From an optimization exercise on the open Yosys and OpenROAD flow, aimed at small area; shortcuts taken in it are not production practice. RTL that was checked went through simulation tests only; none was proved equivalent to the original. For run 1, only the layout was checked, not whether the RTL still works. Power is estimated from default activity; no workload was simulated.

==> design/flow/design.v <==
module VE_Scalar (p, a, bb, imm, sAdd, sSub, sMov, y);
	input  logic [119:0] p;    
	input  logic [20:0] a;     
	input  logic [20:0] bb;    
	input  logic [7:0] imm;
	input  logic sAdd, sSub, sMov;
	output logic [20:0] y;
	logic h0; assign h0 = a[0] & bb[20];
	logic h1; assign h1 = a[4] & bb[16];
	logic h2; assign h2 = a[8] & bb[12];
	logic h3; assign h3 = a[12] & bb[8];
	logic h4; assign h4 = a[16] & bb[4];
	logic h5; assign h5 = a[20] & bb[0];
	logic cb0; assign cb0 = (imm[0] & (sAdd | sMov)) | (~imm[0] & sSub);
	logic cb1; assign cb1 = (imm[1] & (sAdd | sMov)) | (~imm[1] & sSub);
	logic cb2; assign cb2 = (imm[2] & (sAdd | sMov)) | (~imm[2] & sSub);
	logic cb3; assign cb3 = (imm[3] & (sAdd | sMov)) | (~imm[3] & sSub);
	logic cb4; assign cb4 = (imm[4] & (sAdd | sMov)) | (~imm[4] & sSub);
	logic cb5; assign cb5 = (imm[5] & (sAdd | sMov)) | (~imm[5] & sSub);
	logic cb6; assign cb6 = (imm[6] & (sAdd | sMov)) | (~imm[6] & sSub);
	logic cb7; assign cb7 = (imm[7] & (sAdd | sMov)) | (~imm[7] & sSub);
	logic s0, c0; VE_FA us0 (sSub, cb0, p[0], s0, c0);
	assign y[0] = s0;
	logic s1, c1; VE_FA us1 (cb1, p[1], c0, s1, c1);
	assign y[1] = s1;
	logic s2, c2; VE_FA us2 (cb2, p[2], c1, s2, c2);
	assign y[2] = s2;
	logic s3, c3; VE_FA us3 (cb3, p[3], c2, s3, c3);
	assign y[3] = s3;
	logic s4, c4; VE_FA us4 (cb4, p[40], p[4], s4, c4);
	logic s5, c5; VE_FA us5 (p[8], s4, c3, s5, c5);
	assign y[4] = s5;
	logic s6, c6; VE_FA us6 (cb5, p[41], p[5], s6, c6);
	logic s7, c7; VE_FA us7 (p[9], c4, s6, s7, c7);
	logic s8, c9; assign s8 = c5 ^ s7; assign c9 = c5 & s7;
	assign y[5] = s8;
	logic s10, c10; VE_FA us10 (cb6, p[10], p[42], s10, c10);
	logic s11, c11; VE_FA us11 (p[6], c6, s10, s11, c11);
	logic s12, c12; VE_FA us12 (c7, s11, c9, s12, c12);
	assign y[6] = s12;
	logic s13, c13; VE_FA us13 (cb7, p[11], p[43], s13, c13);
	logic s14, c14; VE_FA us14 (p[7], c10, s13, s14, c14);
	logic s15, c15; VE_FA us15 (c11, s14, c12, s15, c15);
	assign y[7] = s15;
	logic s16, c16; VE_FA us16 (sSub, p[12], p[16], s16, c16);
	logic s17, c17; VE_FA us17 (p[44], p[48], p[72], s17, c17);
	logic s18, c18; VE_FA us18 (c13, s16, s17, s18, c18);
	logic s19, c19; VE_FA us19 (c14, s18, c15, s19, c19);
	assign y[8] = s19;
	logic s20, c20; VE_FA us20 (sSub, p[13], p[17], s20, c20);
	logic s21, c21; VE_FA us21 (p[45], p[49], p[73], s21, c21);
	logic s22, c22; VE_FA us22 (c16, c17, s20, s22, c22);
	logic s23, c23; VE_FA us23 (s21, c18, s22, s23, c23);
	logic s24, c25; assign s24 = c19 ^ s23; assign c25 = c19 & s23;
	assign y[9] = s24;
	logic s26, c26; VE_FA us26 (sSub, p[14], p[18], s26, c26);
	logic s27, c27; VE_FA us27 (p[46], p[50], p[74], s27, c27);
	logic s28, c28; VE_FA us28 (c20, c21, s26, s28, c28);
	logic s29, c29; VE_FA us29 (s27, c22, s28, s29, c29);
	logic s30, c30; VE_FA us30 (c23, s29, c25, s30, c30);
	assign y[10] = s30;
	logic s31, c31; VE_FA us31 (sSub, p[15], p[19], s31, c31);
	logic s32, c32; VE_FA us32 (p[47], p[51], p[75], s32, c32);
	logic s33, c33; VE_FA us33 (c26, c27, s31, s33, c33);
	logic s34, c34; VE_FA us34 (s32, c28, s33, s34, c34);
	logic s35, c35; VE_FA us35 (c29, s34, c30, s35, c35);
	assign y[11] = s35;
	logic s36, c36; VE_FA us36 (sSub, p[20], p[24], s36, c36);
	logic s37, c37; VE_FA us37 (p[52], p[56], p[76], s37, c37);
	logic s38, c38; VE_FA us38 (p[80], p[96], c31, s38, c38);
	logic s39, c39; VE_FA us39 (c32, s36, s37, s39, c39);
	logic s40, c40; VE_FA us40 (c33, s38, s39, s40, c40);
	logic s41, c41; VE_FA us41 (c34, s40, c35, s41, c41);
	assign y[12] = s41;
	logic s42, c42; VE_FA us42 (sSub, p[21], p[25], s42, c42);
	logic s43, c43; VE_FA us43 (p[53], p[57], p[77], s43, c43);
	logic s44, c44; VE_FA us44 (p[81], p[97], c36, s44, c44);
	logic s45, c45; VE_FA us45 (c37, s42, s43, s45, c45);
	logic s46, c46; VE_FA us46 (c38, c39, s44, s46, c46);
	logic s47, c47; VE_FA us47 (s45, c40, s46, s47, c47);
	logic s48, c49; assign s48 = c41 ^ s47; assign c49 = c41 & s47;
	assign y[13] = s48;
	logic s50, c50; VE_FA us50 (sSub, p[22], p[26], s50, c50);
	logic s51, c51; VE_FA us51 (p[54], p[58], p[78], s51, c51);
	logic s52, c52; VE_FA us52 (p[82], p[98], c42, s52, c52);
	logic s53, c53; VE_FA us53 (c43, s50, s51, s53, c53);
	logic s54, c54; VE_FA us54 (c44, c45, s52, s54, c54);
	logic s55, c55; VE_FA us55 (s53, c46, s54, s55, c55);
	logic s56, c56; VE_FA us56 (c47, s55, c49, s56, c56);
	assign y[14] = s56;
	logic s57, c57; VE_FA us57 (sSub, p[23], p[27], s57, c57);
	logic s58, c58; VE_FA us58 (p[55], p[59], p[79], s58, c58);
	logic s59, c59; VE_FA us59 (p[83], p[99], c50, s59, c59);
	logic s60, c60; VE_FA us60 (c51, s57, s58, s60, c60);
	logic s61, c61; VE_FA us61 (c52, c53, s59, s61, c61);
	logic s62, c62; VE_FA us62 (s60, c54, s61, s62, c62);
	logic s63, c63; VE_FA us63 (c55, s62, c56, s63, c63);
	assign y[15] = s63;
	logic s64, c64; VE_FA us64 (sSub, p[100], p[104], s64, c64);
	logic s65, c65; VE_FA us65 (p[112], p[28], p[32], s65, c65);
	logic s66, c66; VE_FA us66 (p[60], p[64], p[84], s66, c66);
	logic s67, c67; VE_FA us67 (p[88], c57, c58, s67, c67);
	logic s68, c68; VE_FA us68 (s64, s65, s66, s68, c68);
	logic s69, c69; VE_FA us69 (c59, c60, s67, s69, c69);
	logic s70, c70; VE_FA us70 (s68, c61, s69, s70, c70);
	logic s71, c71; VE_FA us71 (c62, s70, c63, s71, c71);
	assign y[16] = s71;
	logic s72, c72; VE_FA us72 (sSub, p[101], p[105], s72, c72);
	logic s73, c73; VE_FA us73 (p[113], p[29], p[33], s73, c73);
	logic s74, c74; VE_FA us74 (p[61], p[65], p[85], s74, c74);
	logic s75, c75; VE_FA us75 (p[89], c64, c65, s75, c75);
	logic s76, c76; VE_FA us76 (c66, s72, s73, s76, c76);
	logic s77, c77; VE_FA us77 (s74, c67, c68, s77, c77);
	logic s78, c78; VE_FA us78 (s75, s76, c69, s78, c78);
	logic s79, c79; VE_FA us79 (s77, c70, s78, s79, c79);
	logic s80, c81; assign s80 = c71 ^ s79; assign c81 = c71 & s79;
	assign y[17] = s80;
	logic s82, c82; VE_FA us82 (sSub, p[102], p[106], s82, c82);
	logic s83, c83; VE_FA us83 (p[114], p[30], p[34], s83, c83);
	logic s84, c84; VE_FA us84 (p[62], p[66], p[86], s84, c84);
	logic s85, c85; VE_FA us85 (p[90], c72, c73, s85, c85);
	logic s86, c86; VE_FA us86 (c74, s82, s83, s86, c86);
	logic s87, c87; VE_FA us87 (s84, c75, c76, s87, c87);
	logic s88, c88; VE_FA us88 (s85, s86, c77, s88, c88);
	logic s89, c89; VE_FA us89 (s87, c78, s88, s89, c89);
	logic s90, c90; VE_FA us90 (c79, s89, c81, s90, c90);
	assign y[18] = s90;
	logic s91, c91; VE_FA us91 (sSub, p[103], p[107], s91, c91);
	logic s92, c92; VE_FA us92 (p[115], p[31], p[35], s92, c92);
	logic s93, c93; VE_FA us93 (p[63], p[67], p[87], s93, c93);
	logic s94, c94; VE_FA us94 (p[91], c82, c83, s94, c94);
	logic s95, c95; VE_FA us95 (c84, s91, s92, s95, c95);
	logic s96, c96; VE_FA us96 (s93, c85, c86, s96, c96);
	logic s97, c97; VE_FA us97 (s94, s95, c87, s97, c97);
	logic s98, c98; VE_FA us98 (s96, c88, s97, s98, c98);
	logic s99, c99; VE_FA us99 (c89, s98, c90, s99, c99);
	assign y[19] = s99;
	logic s100, c100; VE_FA us100 (sSub, h0, h1, s100, c100);
	logic s101, c101; VE_FA us101 (h2, h3, h4, s101, c101);
	logic s102, c102; VE_FA us102 (h5, s100, s101, s102, c102);
	logic s103, c103; VE_FA us103 (s102, p[108], p[116], s103, c103);
	logic s104, c104; VE_FA us104 (p[36], p[68], p[92], s104, c104);
	logic s105, c105; VE_FA us105 (c91, c92, c93, s105, c105);
	logic s106, c106; VE_FA us106 (s103, s104, c94, s106, c106);
	logic s107, c107; VE_FA us107 (c95, s105, c96, s107, c107);
	logic s108, c108; VE_FA us108 (s106, c97, s107, s108, c108);
	logic s109, c109; VE_FA us109 (c98, s108, c99, s109, c109);
	assign y[20] = s109;
endmodule
module VE_FA (a, b, c, s, co);
	input  logic a, b, c;
	output logic s, co;
	assign s = a ^ b ^ c;
	assign co = (a & b) | (a & c) | (b & c);
endmodule
module VE_MXI (a, b, s, y);
	input  logic a, b, s;
	output logic y;
	assign y = ~(s ? b : a);
endmodule
module VE_OUT (q, t, en, bc, y);
	input  logic q, t, en, bc;
	output logic y;
	assign y = q | (t & en) | bc;
endmodule
module VE_Lane (a, b, D, Dn, Mm1, D0, hzd, mDiv, mMul, mAdd, bc, y);
	input  logic [7:0] a;       
	input  logic [7:0] b;       
	input  logic [7:0] D;       
	input  logic [7:0] Dn;      
	input  logic [7:0] Mm1;     
	input  logic [7:0] D0;      
	input  logic [7:0] hzd;     
	input  logic mDiv, mMul, mAdd;
	input  logic [7:0] bc;      
	output logic [7:0] y;
	logic [7:0] q;
	logic [7:0] t0;
	logic [7:0] y0;
	logic ten;
	logic [7:0] r [8:1];
	assign y0 = (b & {8{mAdd}}) | (Mm1 & {8{a[0]}}) | D0;
	assign ten = mMul | mAdd;
	genvar i, j;
	for (i = 7; i >= 0; i = i - 1) begin : row
		localparam int W = 8 - i;
		localparam bit NEG = (i % 2) == 1;
		logic [W-1:0] s, yy, t;
		logic [W:0] c;
		logic xi;
		assign xi = NEG ? ~a[i] : a[i];
		if (i == 7) begin : s7
			assign s = xi;
		end else begin : sn
			assign s = {r[i+1][W-2:0], xi};
		end
		assign c[0] = NEG ? ~mDiv : mDiv;
		for (j = 0; j < W; j = j + 1) begin : bitc
			if (i == 0) assign yy[j] = y0[j];
			else if (NEG) assign yy[j] = Dn[j];
			else assign yy[j] = D[j];
			VE_FA fa (s[j], yy[j], c[j], t[j], c[j+1]);
		end
		assign q[i] = (NEG ? ~c[W] : c[W]) & hzd[i];
		if (i > 0) begin : rn
			logic sel;
			assign sel = (a[i] & mMul) | q[i];
			for (j = 0; j < W; j = j + 1) begin : mx
				VE_MXI m (s[j], t[j], sel, r[i][j]);
			end
			if (W < 8) assign r[i][7:W] = '0;
		end else begin : r0
			assign t0 = t;
		end
	end
	for (j = 0; j < 8; j = j + 1) begin : yo
		VE_OUT o (q[j], t0[j], ten, bc[j], y[j]);
	end
endmodule
module VE_HOLD (p, q, ld, hd, d);
	input  logic p, q, ld, hd;
	output logic d;
	assign d = (p & ld) | (q & hd);
endmodule
module VectorExec(clk, rst, op, imm, r1e, r2e, r1v, r2v, res_e, res_v);
	input logic clk;
	input logic rst;
	input logic [3:0] op;
	input logic [7:0] imm;
	input logic [20:0] r1e;
	input logic [20:0] r2e;
	input logic [191:0] r1v;
	input logic [191:0] r2v;
	output logic [20:0] res_e;
	output logic [191:0] res_v;
	logic en, isS, isV, mBc, mMul, mAdd, mDiv, sMov, sAdd, sSub, sMul;
	assign en   = ~op[3];
	assign sMov = en & (op[2:0] == 3'b000);
	assign mBc  = en & (op[2:0] == 3'b001);
	assign sAdd = en & (op[2:0] == 3'b010);
	assign sSub = en & (op[2:0] == 3'b011);
	assign mMul = en & (op[2:0] == 3'b100);
	assign mAdd = en & (op[2:0] == 3'b101);
	assign mDiv = en & (op[2:0] == 3'b110);
	assign sMul = en & (op[2:0] == 3'b111);
	assign isS = sMov | sAdd | sSub | sMul;
	assign isV = mBc | mMul | mAdd | mDiv;
	logic [7:0] D, Mm1, D0, hzd, bc, m1;
	assign m1 = r2e[7:0] - 8'd1;
	assign Mm1 = m1 & {8{mMul}};
	assign D0 = ~r2e[7:0] & {8{mDiv}};
	assign D = Mm1 | D0;
	assign bc = r2e[7:0] & {8{mBc}};
	genvar k;
	for (k = 0; k < 8; k = k + 1) begin : shc
		assign hzd[k] = mDiv & (r2e[20:8-k] == '0);
	end
	logic [20:0] bb;
	assign bb = {r2e[20:1] & {20{sMul}}, (r2e[0] & sMul) | sAdd | sSub};
	logic [7:0] Mm1g [0:4];
	genvar g;
	for (g = 0; g < 5; g = g + 1) begin : grp
		logic [3:0] bj;
		assign bj = bb[4*g +: 4];
		assign Mm1g[g] = isS ? {{4{bj == 4'd0}}, bj - 4'd1} : Mm1;
	end
	logic [191:0] vres;
	logic [119:0] prod;
	genvar l;
	for (l = 0; l < 24; l = l + 1) begin : lane
		if (l < 15) begin : sc
			localparam int J = (l < 5) ? 0 : (l < 9) ? 1 : (l < 12) ? 2 : (l < 14) ? 3 : 4;
			localparam int I = l - ((l < 5) ? 0 : (l < 9) ? 5 : (l < 12) ? 9 : (l < 14) ? 12 : 14);
			logic [7:0] la, lD;
			assign la = isS ? {4'd0, r1e[4*I +: 4]} : r2v[8*l +: 8];
			assign lD = Mm1g[J] | D0;
			VE_Lane u (.a(la), .b(r1v[8*l +: 8]), .D(lD), .Dn(~lD), .Mm1(Mm1g[J]), .D0(D0),
				.hzd(hzd), .bc(bc), .mDiv(mDiv), .mMul(mMul | isS), .mAdd(mAdd),
				.y(vres[8*l +: 8]));
			assign prod[8*l +: 8] = vres[8*l +: 8];
		end else begin : vc
			VE_Lane u (.a(r2v[8*l +: 8]), .b(r1v[8*l +: 8]), .D(D), .Dn(~D), .Mm1(Mm1), .D0(D0),
				.hzd(hzd), .bc(bc), .mDiv(mDiv), .mMul(mMul), .mAdd(mAdd),
				.y(vres[8*l +: 8]));
		end
	end
	logic [20:0] sres;
	VE_Scalar scal (.p(prod), .a(r1e), .bb(bb), .imm(imm), .sAdd(sAdd), .sSub(sSub),
		.sMov(sMov), .y(sres));
	logic [191:0] P;
	logic tE, tV;
	logic [20:0] Re;
	logic [191:0] Rv;
	logic ldE, hdE, ldV, hdV;
	assign ldE = ~rst & tE;
	assign hdE = ~rst & ~tE;
	assign ldV = ~rst & tV;
	assign hdV = ~rst & ~tV;
	logic [20:0] ReD;
	logic [191:0] RvD;
	genvar h;
	for (h = 0; h < 21; h = h + 1) begin : hE
		VE_HOLD u (P[h], Re[h], ldE, hdE, ReD[h]);
	end
	for (h = 0; h < 192; h = h + 1) begin : hV
		VE_HOLD u (P[h], Rv[h], ldV, hdV, RvD[h]);
	end
	always @(posedge clk) begin
		P <= {vres[191:21], (sres & {21{isS}}) | (vres[20:0] & {21{~isS}})};
		tE <= ~rst & isS;
		tV <= ~rst & isV;
		Re <= ReD;
		Rv <= RvD;
	end
	assign res_e = Re;
	assign res_v = Rv;
endmodule
==> design/flow/flow/run.sh <==
#!/bin/bash
# Own layout flow: the standard flow (standard.sh) step by step, with
# the port buffers made from the smallest buffer cell instead of the one
# buffer_ports picks by default.  Each step's full output goes to its own
# log file in the work folder.
set -euo pipefail
export BUFFER_PORTS_ARGS="-buffer_cell sky130_fd_sc_hd__buf_1"
bash standard.sh synth > synth.log 2>&1
bash standard.sh floorplan > floorplan.log 2>&1
bash standard.sh place > place.log 2>&1
bash standard.sh cts > cts.log 2>&1
bash standard.sh route > route.log 2>&1
bash standard.sh finish > finish.log 2>&1
==> design/flow/standard.sh <==
#!/bin/bash
# synth_recipe.tcl (not shown) runs the flow's synth.tcl, then flattens the netlist and writes it again
# the make line also repeats each setting of config.mk as NAME=value (left out here)
make -C /OpenROAD-flow-scripts/flow DESIGN_CONFIG=/design/flow/config.mk WORK_HOME=/design/flow/orfs CLKGATE_MAP_FILE= SYNTH_SCRIPT=/design/flow/synth_recipe.tcl "${@:-finish}"
==> design/flow/config.mk <==
export PLATFORM = sky130hd
export DESIGN_NAME = VectorExec
export DESIGN_NICKNAME = VectorExec
export VERILOG_FILES = /design/flow/design.v
export SDC_FILE = /design/flow/constraint.sdc
export NUM_CORES = 8
export LEC_CHECK = 0
export CAP_MARGIN = 20
export CORE_MARGIN = 2
export CORE_UTILIZATION = 55
export PLACE_DENSITY = 0.65
export SLEW_MARGIN = 20
export SYNTH_HIERARCHICAL = 1
export SYNTH_MINIMUM_KEEP_SIZE = 0
==> design/flow/constraint.sdc <==
create_clock -name core_clock -period 45.0 [get_ports {clk}]
set_input_delay 9.0000 -clock core_clock [delete_from_list [all_inputs] [get_ports {clk}]]
set_output_delay 9.0000 -clock core_clock [all_outputs]
set_load 0.01 [all_outputs]
==> impl_metrics.yaml, run 1 <==
finish:
  area_growth_pct: 12.3
  nFillCells: 7008
  drive_above_1_share_pct: 6.38
  nNetsFinal: 5940
  finalInstanceArea_mm2: 0.0525
timing:
  clock_skew_ns: 0.0172
  final_hold_viol_count: 0
  grt_setup_unrepaired: "no"
  maxSlewViolCount: 0
  finalSetupTns_ns: 0
  setup_viol: 0
  period_minus_slack_ns: 34.21
  max_freq_ghz: 0.0292
  worstMarginPinSlew_ns: 1.17
  relSlewSlack_pct: 22.1
  fin_crit_sh_pct: 76.0
critical_path:
  crit_family: "adder cells"
  crit_type: "in -> reg"
  critPathSlowestCell: "or4b_4"
  path_common_cell: "fa_1"
  crit_path_start_kind: "input port"
  ff2ff_setup_slack_ns: 42.64
  critPathMaxFanout: 32
  endpoint_kind: "register"
  cpPeakStageDelay_ns: 0.61
  critPathBufInv: 3
  cp.required_ns: 45.60
  worstPathArrival_ns: 34.81
power_and_ir_drop:
  p_leak_nw: 22.4
  pwr_density_cell_mw_per_mm2: 31.7
  pwr-share-comb_pct: 49.6
  vdd_drop_max_v: 0.0000322
  pwr-share-clk_pct: 25.2
  power_switching_mw: 0.706
  p_sw_share_pct: 42.4
  power_frac_seq_pct: 25.2
  p_int_mw: 0.959
detailed_routing:
  first_pass_iters: 6
  route.detailed.drc: 0
  viasPerCell: 6.63
  drt-initial-drc-count: 3993
  antenna_left: 0
  route.vias.total: 38000
  routed_wl_um: 198000
  wire_per_inst_um: 34.6
floorplanning:
  die-area_mm2: 0.0873
  core_region_area_mm2: 0.0840
  die_y_um: 295
  start_util_pct: 55.7
  pin_count: 653
  rows: 106
  fp.dieW_um: 295
placed_design:
  place_congestion: 1.05
  postPlaceCellArea_mm2: 0.0507
  portBuffers: 652
  dp_hpwl_um: 150000
run:
  cap_violations: 0
logic_synthesis:
  synth_fp_nets: 5255
  avgSynthCellArea_um2: 12.2
  synth_cells: 3839
  synth_area_mm2: 0.0467
  yosysWarnings: 12
cts:
  clk_pin_slew_ns: 0.07
  ctsHoldBuffers: 0
  insertion_delay_ns: 0.66
  root_buffer: "clkbuf_16"
  htreeDepth: 2
  post-cts-setup-buffers: 0
  cts_made_buffers: 48
  cts_tree: "yes"
  cts_resized: 0
  clk_path_buf_depth: 3
  cts.sinks: 407
grt:
  grt_max_degree: 193
  grtUsageTotal_pct: 46.1
  gr-total-overflow: 0
  antenna_found_initial: 30
  grt_pass1_wl_um: 280000
  grt_pass1_vias: 38800
min_path:
  hold_class: "reg -> reg"
run_status:
  status: "finished clean"
cell usage in the layout (no fill, tap or decap), types with 4 or more instances in the layout:
cell and n:
fa_1 966, nor2_4 13, nor2_1 43, clkbuf_8 10, inv_6 7, a22o_1 213
and3_1 4, xnor2_1 7, nand2b_1 4, a21o_1 205, nor3_1 9, buf_1 652
buf_4 120, nor2b_1 98, diode_2 30, nor2_2 5, clkinv_2 9, clkbuf_1 4
a221o_1 192, or2_2 25, mux2i_1 672, and2_1 184, a21oi_1 14, o21ai_0 26
inv_1 143, xor2_1 4, o21a_1 5, clkinv_4 4, nor4_2 5, dfxtp_1 407
and2_2 4, a211o_1 192, nand2_1 184, ha_1 10, nand3_1 6, clkbuf_16 50
worst paths after layout:
kind / to / cells past startpoint / from
setup / recovery: P[20]$_DFF_P_ / 82 / op[2]
hold / removal: Rv[189]$_DFF_P_ / 1 / P[189]$_DFF_P_
setup reg to reg: Rv[174]$_DFF_P_ / 4 / tV$_DFF_P_
hold reg to reg: Rv[189]$_DFF_P_ / 1 / P[189]$_DFF_P_
state kept, by name (all words and copies together), names as in the netlist:
name,cells
P,192
Rv,192
Re,21
tE,1
tV,1
stage by stage:
stage / instances / utilization [%] / hold WS (ns) / total power [mW] / setup WS (ns)
finish: 5728 / 62.5 / 0.449 / 1.67 / 10.79
global route: 5710 / 62.5 / 0.466 / 1.77 / 9.78
CTS: 5698 / 62.4 / 0.438 / 1.65 / 10.91
detailed placement: 5608 / 60.4 / 0.439 / 1.23 / 10.30
global placement: 5608 / 60.4 / 0.434 / 1.21 / 10.65
floorplan: 3839 / - / 0.433 / 1.04 / 9.17
cell type report:
class | count | area [um^2] | share of cell area [%]
inverters | 150 | 578 | 1.10
multi-input cells | 3143 | 37200 | 70.9
clock inverters | 26 | 264 | 0.503
well taps | 1134 | 1420 | 2.70
flip-flops and latches | 407 | 8150 | 15.5
clock buffers | 64 | 1400 | 2.68
diodes | 30 | 75.1 | 0.143
repair buffers | 774 | 3390 | 6.46
power groups by stage:
stage	Sequential, mW	Combinational (mW)	Clock, mW
global placement	0.426	0.784	0
finish	0.419	0.827	0.419
CTS	0.419	0.806	0.421
detailed placement	0.426	0.800	0
floorplan	0.417	0.619	0
global route	0.421	0.914	0.436
routing by layer:
| layer | routed length (um) | vias up | track usage [%] |
|---|---|---|---|
| met1 | 72500 | 19400 | 58.6 |
| li1 | - | 15300 | - |
| met4 | 13800 | 20 | 27.1 |
| met3 | 27000 | 643 | 18.3 |
| met5 | 148 | - | 0 |
| met2 | 84900 | 2613 | 66.5 |
==> inputs of run 2 (changes only) <==
--- a/design/flow/design.v
+++ b/design/flow/design.v
@@ -163,7 +163,7 @@
 	output logic y;
 	assign y = q | (t & en) | bc;
 endmodule
-module VE_Lane (a, b, D, Dn, Mm1, D0, hzd, mDiv, mMul, mAdd, bc, y);
+module VE_Lane (a, b, D, Dn, Mm1, D0, hzd, k7, h7, mDiv, mMul, mAdd, bc, y);
 	input  logic [7:0] a;       
 	input  logic [7:0] b;       
 	input  logic [7:0] D;       
@@ -171,6 +171,8 @@
 	input  logic [7:0] Mm1;     
 	input  logic [7:0] D0;      
 	input  logic [7:0] hzd;     
+	input  logic k7;            
+	input  logic h7;            
 	input  logic mDiv, mMul, mAdd;
 	input  logic [7:0] bc;      
 	output logic [7:0] y;
@@ -181,19 +183,17 @@
 	logic [7:0] r [8:1];
 	assign y0 = (b & {8{mAdd}}) | (Mm1 & {8{a[0]}}) | D0;
 	assign ten = mMul | mAdd;
+	assign q[7] = (a[7] & hzd[7]) | h7;
+	assign r[7] = {7'd0, a[7] & ~k7};
 	genvar i, j;
-	for (i = 7; i >= 0; i = i - 1) begin : row
+	for (i = 6; i >= 0; i = i - 1) begin : row
 		localparam int W = 8 - i;
 		localparam bit NEG = (i % 2) == 1;
 		logic [W-1:0] s, yy, t;
 		logic [W:0] c;
 		logic xi;
 		assign xi = NEG ? ~a[i] : a[i];
-		if (i == 7) begin : s7
-			assign s = xi;
-		end else begin : sn
-			assign s = {r[i+1][W-2:0], xi};
-		end
+		assign s = {r[i+1][W-2:0], xi};
 		assign c[0] = NEG ? ~mDiv : mDiv;
 		for (j = 0; j < W; j = j + 1) begin : bitc
 			if (i == 0) assign yy[j] = y0[j];
@@ -251,6 +251,8 @@
 	assign D0 = ~r2e[7:0] & {8{mDiv}};
 	assign D = Mm1 | D0;
 	assign bc = r2e[7:0] & {8{mBc}};
+	logic h7;
+	assign h7 = hzd[7] & ~r2e[0];
 	genvar k;
 	for (k = 0; k < 8; k = k + 1) begin : shc
 		assign hzd[k] = mDiv & (r2e[20:8-k] == '0);
@@ -275,12 +277,14 @@
 			assign la = isS ? {4'd0, r1e[4*I +: 4]} : r2v[8*l +: 8];
 			assign lD = Mm1g[J] | D0;
 			VE_Lane u (.a(la), .b(r1v[8*l +: 8]), .D(lD), .Dn(~lD), .Mm1(Mm1g[J]), .D0(D0),
-				.hzd(hzd), .bc(bc), .mDiv(mDiv), .mMul(mMul | isS), .mAdd(mAdd),
+				.hzd(hzd), .k7((hzd[7] & r2e[0]) | Mm1g[J][0]), .h7(h7), .bc(bc),
+				.mDiv(mDiv), .mMul(mMul | isS), .mAdd(mAdd),
 				.y(vres[8*l +: 8]));
 			assign prod[8*l +: 8] = vres[8*l +: 8];
 		end else begin : vc
 			VE_Lane u (.a(r2v[8*l +: 8]), .b(r1v[8*l +: 8]), .D(D), .Dn(~D), .Mm1(Mm1), .D0(D0),
-				.hzd(hzd), .bc(bc), .mDiv(mDiv), .mMul(mMul), .mAdd(mAdd),
+				.hzd(hzd), .k7((hzd[7] & r2e[0]) | Mm1[0]), .h7(h7), .bc(bc),
+				.mDiv(mDiv), .mMul(mMul), .mAdd(mAdd),
 				.y(vres[8*l +: 8]));
 		end
 	end
--- a/design/flow/config.mk
+++ b/design/flow/config.mk
@@ -7,8 +7,11 @@
 export LEC_CHECK = 0
 export CAP_MARGIN = 20
 export CORE_MARGIN = 2
-export CORE_UTILIZATION = 55
-export PLACE_DENSITY = 0.65
+export CORE_UTILIZATION = 50
+export CTS_BUF_LIST = sky130_fd_sc_hd__clkbuf_8
+export CTS_CLUSTER_DIAMETER = 60
+export CTS_CLUSTER_SIZE = 16
+export PLACE_DENSITY = 0.6
 export SLEW_MARGIN = 20
 export SYNTH_HIERARCHICAL = 1
 export SYNTH_MINIMUM_KEEP_SIZE = 0
==> run 2 against run 1 <==
Effect of this change: critical path depth fell by 2; still clean; register-to-register slack worse by 0.09 ns; combinational power about the same; sequential power shrank 1%; area after synthesis decreased by 1.8%.
==> impl_metrics.yaml, run 2 <==
min_path:
  holdPathStages: 1
  hold_class: "reg -> reg"
  hold_start: "P[43]$_DFF_P_"
grt:
  gr-total-overflow: 0
  antenna_found_initial: 32
  grt_pass1_vias: 38000
  grt_pass1_wl_um: 283000
  grtUsageMet1_pct: 58.3
  use_met2_pct: 61.5
  grt_max_degree: 113
  use_met3_pct: 14.0
  grt_busiest_layer: "met2"
  grtUsageTotal_pct: 43.0
logic_synthesis:
  synth_area_mm2: 0.0459
  synth_cells: 3800
  yosysWarnings: 12
  avgSynthCellArea_um2: 12.1
  synth_fp_nets: 5192
finish:
  drive_above_1_share_pct: 6.49
  area_growth_pct: 11.6
  final_util_pct: 56.1
  final_cell_mix: "fa_1 (942), buf_1 (652), mux2i_1 (648), dfxtp_1 (407), nand2_1 (277)"
  seq_area_mm2: 0.00815
  multi_input_area_mm2: 0.0365
  nFillCells: 8144
  top_regs: "P (192), Rv (192), Re (21)"
  nNetsFinal: 5900
  instances_no_fill: 5755
  layout_commonest_cell: "fa_1"
  finalInstanceArea_mm2: 0.0512
detailed_routing:
  antenna_left: 0
  route.detailed.drc: 0
  wire_per_inst_um: 35.0
  route.vias.total: 37400
  drt-initial-drc-count: 4269
  first_pass_iters: 6
  viasPerCell: 6.50
  routed_wl_um: 202000
critical_path:
  critPathSlowestCell: "inv_2"
  critPathMaxFanout: 28
  ff2ff_path_depth: 4
  cp.required_ns: 45.71
  crit_path_start_kind: "input port"
  crit_type: "in -> reg"
  startpoint: "op[1]"
  worstPathArrival_ns: 34.73
  ff2ff_setup_slack_ns: 42.55
  cpPeakStageDelay_ns: 0.59
  path_common_cell: "fa_1"
  endpoint_kind: "register"
  worstReg2RegStart: "tV$_DFF_P_"
cts:
  clk_path_buf_depth: 3
  ctsHoldBuffers: 0
  root_buffer: "clkbuf_8"
  post-cts-setup-buffers: 0
  clk_pin_slew_ns: 0.09
  cts.sinks: 407
  cts_resized: 0
  htreeDepth: 2
  cts_made_buffers: 49
  insertion_delay_ns: 0.78
  cts_tree: "yes"
placed_design:
  postPlaceCellArea_mm2: 0.0500
  place_congestion: 1.01
  portBuffers: 652
  dp_hpwl_um: 152000
  dp_cells: 5643
run:
  cap_violations: 0
power_and_ir_drop:
  pwr_density_cell_mw_per_mm2: 30.3
  vdd_drop_max_v: 0.0000473
  p_leak_nw: 22.0
floorplanning:
  start_util_pct: 50.3
  pin_count: 653
  die_y_um: 307
  die-area_mm2: 0.0942
  rows: 111
  core_region_area_mm2: 0.0912
  fp.dieW_um: 307
timing:
  relSlewSlack_pct: 30.4
  clock_skew_ns: 0.0367
  final_hold_viol_count: 0
  max_freq_ghz: 0.0294
  period_minus_slack_ns: 34.02
  maxSlewViolCount: 0
  finalSetupTns_ns: 0
  grt_setup_unrepaired: "no"
  fin_crit_sh_pct: 75.6
  setup_viol: 0
  worstMarginPinSlew_ns: 1.04
run_status:
  status: "finished clean"
## run 2: final timing paths
check / end
worst max-delay path: P[20]$_DFF_P_
worst min-delay path: Rv[43]$_DFF_P_
worst max register to register: Rv[175]$_DFF_P_
worst min register to register: Rv[43]$_DFF_P_
## run 2: critical path: cells and delay by family
kind / cells / cell delay (ns)
buffers and inverters: 5 / 1.78
multiplexers: 6 / 1.04
AND/OR/NAND/NOR: 11 / 2.07
adder cells (fa/ha/maj): 49 / 18.86
AO/OA/AOI/OAI: 9 / 2.00
## run 2: metrics by stage
stage / worst slack (ns) / hold slack (ns) / power, mW
floorplan: 9.36 / 0.433 / 1.02
global placement: 10.68 / 0.435 / 1.22
detailed placement: 10.48 / 0.439 / 1.23
CTS: 11.22 / 0.421 / 1.54
global route: 9.96 / 0.454 / 1.66
finish: 10.98 / 0.436 / 1.55
## run 2: layout make-up
type / count / share of cell area, %
antenna: 25 / 0.122
clock buffer: 50 / 1.34
clock inverter: 37 / 0.850
inverter: 129 / 0.958
multi-input combinational: 3149 / 71.4
sequential: 407 / 15.9
tap: 1186 / 2.90
timing repair buffer: 772 / 6.56
## run 2: routing by layer
layer | vias to the layer above | part of all wire, %
li1 | 15100 | -
met1 | 19200 | 39
met2 | 2481 | 43
met3 | 564 | 12
met4 | 14 | 6.0
met5 | - | 0.050
## run 2: power breakdown
part,internal [mW],switching (mW),leakage [nW]
clock network,0.129,0.180,0.578
registers,0.396,0.0179,3.32
logic,0.318,0.511,18.1
total,0.844,0.709,22.0

port drivers added, routing unchanged:
In the flow no input, the clock included, has a driving cell. The finished layouts below were timed again as built, in two steps. Step 1, drivers: a clkbuf_16 drives clk and a buf_2 each remaining input, both assumed. Step 2 moves the port delays by t, midway between the first and last clock arrival at a register: inputs arrive t later, outputs are due t later. That takes back most of the time a late clock gives input paths. a / b / c = ideal / step 1 / step 2; a / b = the first two.
run | t, ns | slack for setup (ns) | slew at the worst register clock pin (ns)
run 1 | 0.716 | 10.789 / 10.732 / 10.016 | 0.07 / 0.07
run 2 | 0.834 | 10.975 / 10.923 / 10.089 | 0.10 / 0.10
After both steps every run listed still meets setup and hold. The setup slack of run 2, which loses most, moves by -0.052 ns with the drivers and by -0.886 ns with both steps.
